This is an optimization exercise on Yosys and OpenROAD, whose aim is a short achievable clock period and few clock cycles, not a production implementation. In this exercise RTL edits were held to simulation tests only and were not proved equivalent to the original. Power is estimated from default activity; no workload was simulated.

### flow/run.sh
#!/bin/bash
# synth_recipe.tcl (not shown) runs the flow's synth.tcl, then flattens the netlist and writes it again
# the make line also repeats each setting of config.mk as NAME=value (left out here)
make -C /OpenROAD-flow-scripts/flow DESIGN_CONFIG=/design/flow/config.mk WORK_HOME=/design/flow/orfs CLKGATE_MAP_FILE= SYNTH_SCRIPT=/design/flow/synth_recipe.tcl finish
### flow/constraint.sdc
create_clock -name core_clock -period 6.5 [get_ports {clk}]
set_input_delay 1.3000 -clock core_clock [delete_from_list [all_inputs] [get_ports {clk}]]
set_output_delay 1.3000 -clock core_clock [all_outputs]
set_load 0.01 [all_outputs]
### flow/design.v
module alu(a, b, cin, c);
   input  [31:0] a, b;
   input         cin;
   output [31:0] c;
   wire [32:0] s = {a, 1'b1} + {b, cin};
   assign c = s[32:1];
endmodule
module regfile(clk, rst, ra, rb, rw, busa, busb, busw, regwr);
   input         clk;
   input         rst;
   input  [4:0]  ra, rb, rw;
   input  [31:0] busw;
   output [31:0] busa, busb;
   input         regwr;
   reg [31:0] rf[31:1];
   integer i;
   always @(posedge clk) begin
      if (rst) begin
         for (i=1; i<32; i=i+1)
           rf[i] <= 32'd0;
      end else if (regwr && rw != 5'd0) begin
         rf[rw] <= busw;
      end
   end
   assign busa = (ra == 5'd0) ? 32'd0 : rf[ra];
   assign busb = (rb == 5'd0) ? 32'd0 : rf[rb];
endmodule
module mips( clk, rst, mem_waddr, mem_raddr, mem_din, mem_wren, mem_dout);
   input   clk;
   input   rst;
   output [31:0] mem_waddr, mem_raddr;
   output [31:0] mem_din;
   output        mem_wren;
   input  [31:0] mem_dout;
   reg [31:0] pc;           
   reg [31:0] raddr;        
   reg        m_cycle;      
   reg [4:0]  ld_rt;
   reg        st_valid;     
   reg [31:0] st_addr, st_data;
   reg        d_valid, s_valid;
   reg [31:0] d_ir, s_ir;
   reg [31:0] d_pc4, s_pc4;
   reg        e_valid;
   reg        e_wr;         
   reg        e_lw, e_sw, e_beq;
   reg [4:0]  e_rd;         
   reg [31:0] e_a, e_b, e_c;   
   reg        e_cin;
   reg [31:0] e_btarget;
   reg        w_en;
   reg [4:0]  w_rd;
   reg [31:0] w_val;
   reg        btb_v;
   reg [31:2] btb_j, btb_t;
   wire [31:0] inst = mem_dout;
   wire [5:0]  f_op = inst[31:26];
   wire        f_beq  = (f_op == 6'b000100);
   wire        f_jal  = (f_op == 6'b000011);
   wire        f_ubeq = f_beq & (inst[25:21] == inst[20:16]);   
   wire        f_jump = f_jal | f_ubeq;
   wire        f_eff  = (f_op == 6'b000000) | (f_op == 6'b001101) |
                        (f_op == 6'b100011) | (f_op == 6'b101011) |
                        (f_beq & ~f_ubeq);
   wire [31:0] pc4 = pc + 32'd4;
   wire [31:0] f_jtarget = f_jal ? {pc[31:28], inst[25:0], 2'b00}
                                 : pc4 + {{14{inst[15]}}, inst[15:0], 2'b00};
   wire        btb_hit = btb_v & (pc4[31:2] == btb_j);
   wire [31:0] alu_c;
   alu U_ALU (.a(e_a), .b(e_c), .cin(e_cin), .c(alu_c));
   wire        taken    = e_valid & e_beq & (e_a == e_b);
   wire        lw_start = e_valid & e_lw;
   wire [5:0]  d_op = d_ir[31:26];
   wire [4:0]  d_rs = d_ir[25:21];
   wire [4:0]  d_rt = d_ir[20:16];
   wire [4:0]  d_rdf = d_ir[15:11];
   wire        d_rtype = (d_op == 6'b000000);
   wire        d_ori   = (d_op == 6'b001101);
   wire        d_lw    = (d_op == 6'b100011);
   wire        d_sw    = (d_op == 6'b101011);
   wire        d_beq   = (d_op == 6'b000100);
   wire        d_sub   = d_rtype & (d_ir[5:0] == 6'b100011);
   wire [4:0]  d_rd    = d_rtype ? d_rdf : d_rt;
   wire [31:0] d_simm  = {{16{d_ir[15]}}, d_ir[15:0]};
   wire [31:0] d_zimm  = {16'd0, d_ir[15:0]};
   wire [31:0] rf_a, rf_b;
   regfile U_RF (.clk(clk), .rst(rst), .ra(d_rs), .rb(d_rt), .rw(w_rd),
                 .busa(rf_a), .busb(rf_b), .busw(w_val), .regwr(w_en));
   wire        ld_w  = m_cycle & (ld_rt != 5'd0);
   wire        e_w   = e_valid & e_wr;
   wire        a_e   = e_w  & (e_rd  == d_rs);
   wire        a_m   = ld_w & (ld_rt == d_rs);
   wire        a_w   = w_en & (w_rd  == d_rs);
   wire        b_e   = e_w  & (e_rd  == d_rt);
   wire        b_m   = ld_w & (ld_rt == d_rt);
   wire        b_w   = w_en & (w_rd  == d_rt);
   wire [31:0] rs_v  = a_e ? alu_c : a_m ? mem_dout : a_w ? w_val : rf_a;
   wire [31:0] rt_v  = b_e ? alu_c : b_m ? mem_dout : b_w ? w_val : rf_b;
   assign mem_raddr = raddr;
   assign mem_wren  = st_valid;
   assign mem_waddr = st_addr;
   assign mem_din   = st_data;
   reg [31:0] pc_n;
   always @(*) begin
      if (taken)
        pc_n = e_btarget;
      else if (m_cycle)
        pc_n = pc;
      else if (f_jump)
        pc_n = f_jtarget;
      else if (btb_hit)
        pc_n = {btb_t, 2'b00};
      else
        pc_n = pc4;
   end
   always @(posedge clk) begin
      if (rst) begin
         pc       <= 32'd0;
         raddr    <= 32'd0;
         m_cycle  <= 1'b0;
         st_valid <= 1'b0;
         d_valid  <= 1'b0;
         s_valid  <= 1'b0;
         e_valid  <= 1'b0;
         w_en     <= 1'b0;
         btb_v    <= 1'b0;
      end else begin
         pc       <= pc_n;
         raddr    <= lw_start ? alu_c : pc_n;
         m_cycle  <= lw_start;
         st_valid <= e_valid & e_sw;
         w_en     <= e_w | ld_w;
         e_valid  <= d_valid & ~lw_start & ~taken;
         if (taken)
           d_valid <= 1'b0;
         else if (lw_start)
           s_valid <= f_eff;
         else if (m_cycle)
           d_valid <= s_valid;
         else
           d_valid <= f_eff;
         if (!m_cycle && f_jump) begin
            btb_v <= 1'b1;
         end else if (st_valid && st_addr[11:2] == btb_j[11:2])
           btb_v <= 1'b0;
      end
   end
   always @(posedge clk) begin
      ld_rt    <= e_rd;
      st_addr  <= alu_c;
      st_data  <= e_b;
      w_rd     <= m_cycle ? ld_rt : e_rd;
      w_val    <= m_cycle ? mem_dout : alu_c;
      if (!m_cycle && f_jump) begin
         btb_j <= pc[31:2];
         btb_t <= f_jtarget[31:2];
      end
      if (lw_start) begin
         s_ir  <= inst;
         s_pc4 <= pc4;
      end else if (m_cycle) begin
         d_ir  <= s_ir;
         d_pc4 <= s_pc4;
      end else if (!taken) begin
         d_ir  <= inst;
         d_pc4 <= pc4;
      end
      e_wr      <= (d_rtype | d_ori) & (d_rd != 5'd0);
      e_lw      <= d_lw;
      e_sw      <= d_sw;
      e_beq     <= d_beq;
      e_rd      <= d_rd;
      e_a       <= d_ori ? (rs_v | d_zimm) : rs_v;
      e_b       <= rt_v;
      e_c       <= (d_lw | d_sw) ? d_simm : d_ori ? 32'd0 : d_sub ? ~rt_v : rt_v;
      e_cin     <= d_sub;
      e_btarget <= d_pc4 + {d_simm[29:0], 2'b00};
   end
endmodule
### flow/config.mk
export PLATFORM = sky130hd
export DESIGN_NAME = mips
export DESIGN_NICKNAME = mips
export VERILOG_FILES = /design/flow/design.v
export SDC_FILE = /design/flow/constraint.sdc
export NUM_CORES = 4
export LEC_CHECK = 0
export ABC_CLOCK_PERIOD_IN_PS = 2500
export CAP_MARGIN = 20
export CORE_MARGIN = 2
export CORE_UTILIZATION = 40
export PLACE_DENSITY = 0.6
export SETUP_SLACK_MARGIN = 3.5
export SLEW_MARGIN = 20
==> run notes <==
## synthesized netlist by cell type, types with 14 or more instances
cell / instances
nand3_1: 48
mux4_2: 640
nor3_1: 77
nor2b_1: 14
and2_1: 1002
nand2_1: 292
inv_1: 67
nor2_1: 232
a21o_1: 47
nand4_1: 25
a21oi_1: 141
buf_1: 84
a31oi_1: 15
a221o_1: 29
or3_1: 16
a211oi_1: 19
dfxtp_1: 325
mux2_2: 121
nand2b_1: 21
nor4_1: 39
o21a_1: 19
mux2i_1: 63
and3_1: 26
a22oi_1: 26
clkbuf_1: 392
xnor2_1: 125
o211ai_1: 33
xor2_1: 98
a221oi_1: 17
edfxtp_1: 1212
ha_1: 96
o21ai_0: 209
## where the power goes
part           switching [mW]  total [mW]  internal, mW  leakage (nW)
Clock                    4.20        9.89          5.69          2.77
Combinational            2.67        4.75          2.08          19.4
Sequential               1.16        12.5          11.3          15.2
## worst min path at each step
stage                             from                   end
floorplan           d_pc4[0]$_DFFE_PP_  e_btarget[0]$_DFF_P_
global placement    d_pc4[1]$_DFFE_PP_  e_btarget[1]$_DFF_P_
detailed placement  d_pc4[0]$_DFFE_PP_  e_btarget[0]$_DFF_P_
CTS                    e_b[12]$_DFF_P_   st_data[12]$_DFF_P_
global route           e_b[12]$_DFF_P_   st_data[12]$_DFF_P_
finish              d_pc4[1]$_DFFE_PP_  e_btarget[1]$_DFF_P_
## worst max-delay path, cell delays in order
cell             delay, ps
clkdlybuf4s50_1        710
ha_1                   540
nand4_1                240
o31ai_4                390
a41oi_2                230
buf_4                  190
or4_1                  390
and4_1                 200
o21ai_2                 70
nor3_2                  60
o32ai_1                270
## cell type report
cell class,count,area share [%]
Tap cell,2640,3.32
Antenna cell,12,0.0301
Clock buffer,225,4.78
Timing Repair Buffer,767,8.54
Timing Repair inverter,2,0.0163
Inverter,69,0.293
Sequential cell,1537,43.3
Clock inverter,88,0.864
Multi-Input combinational cell,3714,38.9
## flip-flops by register name, summed over array words and instances, names as in the netlist, 30 cells and up, named ones only
signal,flops
d_ir,32
e_c,32
d_pc4,32
raddr,32
s_pc4,32
st_addr,32
btb_j,30
U_RF.rf,1024
st_data,32
pc,32
w_val,32
e_btarget,32
btb_t,30
s_ir,32
e_a,32
e_b,32
## per-stage QoR
stage	cell area, sq um	utilization [%]	setup slack (ps)	hold slack (ps)
4_1_cts	96200	48.7	2670	341
6_report	99600	50.5	2640	345
3_5_place_dp	84900	43.0	1380	333
3_3_place_gp	84800	43.0	1440	324
2_1_floorplan	80500	-	2980	323
5_1_grt	99600	50.4	2540	352
## what timing repair did
action,CTS,global route
endpoints found under the setup margin,2070,460
gates resized for setup,650,376
setup buffers,255,166
cloned,42,20
pin swaps,160,193
## metal layers
layer	wire length (um)	part of all wire [%]
met1	107000	37
met3	28000	9.7
met2	140000	48
met5	37	0.013
met4	14100	4.9
## kinds of logic after synthesis
family                   share of synthesized area (%)
buffers and inverters                             2.67
multiplexers                                      20.7
flip-flops                                        54.0
XOR/XNOR                                          2.72
AO/OA/AOI/OAI                                     5.60
other                                          0.00472
AND/OR/NAND/NOR                                   12.8
adder cells (fa/ha/maj)                           1.59
==> reports/qor.yml <==
fill_cells: 16500
h-tree-depth: 4
synth_edf_count: 1212
drc: 0
rsz0062_at_grt: "true"
grtUsageTotal_pct: 27.8
row_count: 163
slew_headroom_pct: 23.9
via_count: 55200
busiest_layer: "met2"
die_h_um: 450
cp-start-kind: "input port"
use_met3_pct: 5.90
post-dp-hpwl_mm: 171
routedWlPerCell_um: 32.0
grt_pass1_vias: 54500
powerDensity_mw_per_mm2: 272
synthTopCellsByArea: "edfxtp_1 46%, mux4_2 18%, dfxtp_1 8.2%, and2_1 7.9%, clkbuf_1 1.9%"
ys_types: 85
use_met2_pct: 45.9
dieArea_sq_mm: 0.202
maxSlewViolCount: 0
cts_root_buffer: "clkbuf_16"
met1_usage_pct: 35.5
r2r-end: "raddr[23]$_SDFF_PP0_"
synth_top_cell_area_share_pct: 45.8
cts_hold_buffers: 0
placed_cells: 8246
status: "complete, no violations"
fmax_ghz: 0.259
fin_cells: 9054
ff2ff_setup_slack_ps: 2670
antenna_left: 0
worstPathMaxFanout: 8
synth_area_leader_cell: "edfxtp_1"
mostFrequentLayoutCell: "edfxtp_1"
worstRegToRegCells: 16
cts_tree: "built"
synth_cells: 5761
gp_congestion: 0.936
seqCellArea_sq_mm: 0.0431
ys_ff_latch: 1537
drtPass1Iterations: 6
critPathKind: "in -> reg"
viasPerCell: 6.10
seq_area_frac_synth_pct: 54.0
start_util_pct: 40.2
total_power_mw: 27.1
synthArstFlopShare_pct: 0
cts_buffers: 172
fin_crit_ps: 3860
maxCapViolations: 0
vdd_drop_max_mv: 0.268
finalNetCount: 6396
setup_viol_count_final: 0
endpoint_kind: "register"
yosysWarnings: 2
hold_viol_final: 0
crit_path_end: "raddr[23]$_SDFF_PP0_"
synth.avg_cell_area_sq_um: 13.8
core_area_sq_mm: 0.197
grt_overflow: 0
grt_antenna_before_repair: 12
grt_pass1_wl_mm: 403
synth_top_flop_cell: "edfxtp_1"
most-common-layout-cells: "1212 x edfxtp_1, 999 x and2_1, 640 x mux4_2, 417 x buf_4, 283 x nand2_1"
tns_ps: 0
required_ps: 7240
multi_input_area_sq_mm: 0.0388
first_iter_violations: 6480
grt_max_degree: 69
netlist_area_sq_mm: 0.0794
wl_mm: 289
clk_pin_slew_ps: 60
ioPinCount: 131
critPathArrivalTime_ps: 4600
fin_crit_sh_pct: 59.4
worst_pin_slew_ps: 1140
hold_path.class: "reg -> reg"
clock-sinks: 1537
skew_ps: 43.3
io_buffer_count: 130
min_delay_path_depth: 0
startpoint: "mem_dout[11]"
area_delta_synth_final_pct: 25.4
worstSkewPairLatency_ps: 840
p_leak_nw: 37.3
drive_gt1_share_pct: 34.9
clockBufferDepth: 3
r2r-start: "pc[4]$_SDFF_PP0_"
die_x_um: 450
Testbench counts, summed over its fixed seeds: cycles 69,015.

what the ideal ports hide:
No port has a modelled driver above. Below, the same layout with a new extraction and two added sets of constraints.
Step 1, drivers: a clkbuf_16 drives clk and a buf_2 each remaining input, both assumed.
Step 2 adds t to the input delays and takes it off the output delays; t is the mean of the earliest and latest rising clock arrival at the registers after step 1. Input paths then give back, and output paths get back, about the clock's delay inside the block.
Three values: no drivers, after step 1, after step 2; two values: the first two.
shift t [ns]: 0.908
slack for setup (ns): 2.639 / 2.675 / 1.801
worst slew at a driven data input, ns: 0.07
After both steps this run still meets setup and hold. The setup slack of this run moves by +0.036 ns with the drivers and by -0.838 ns with both steps.
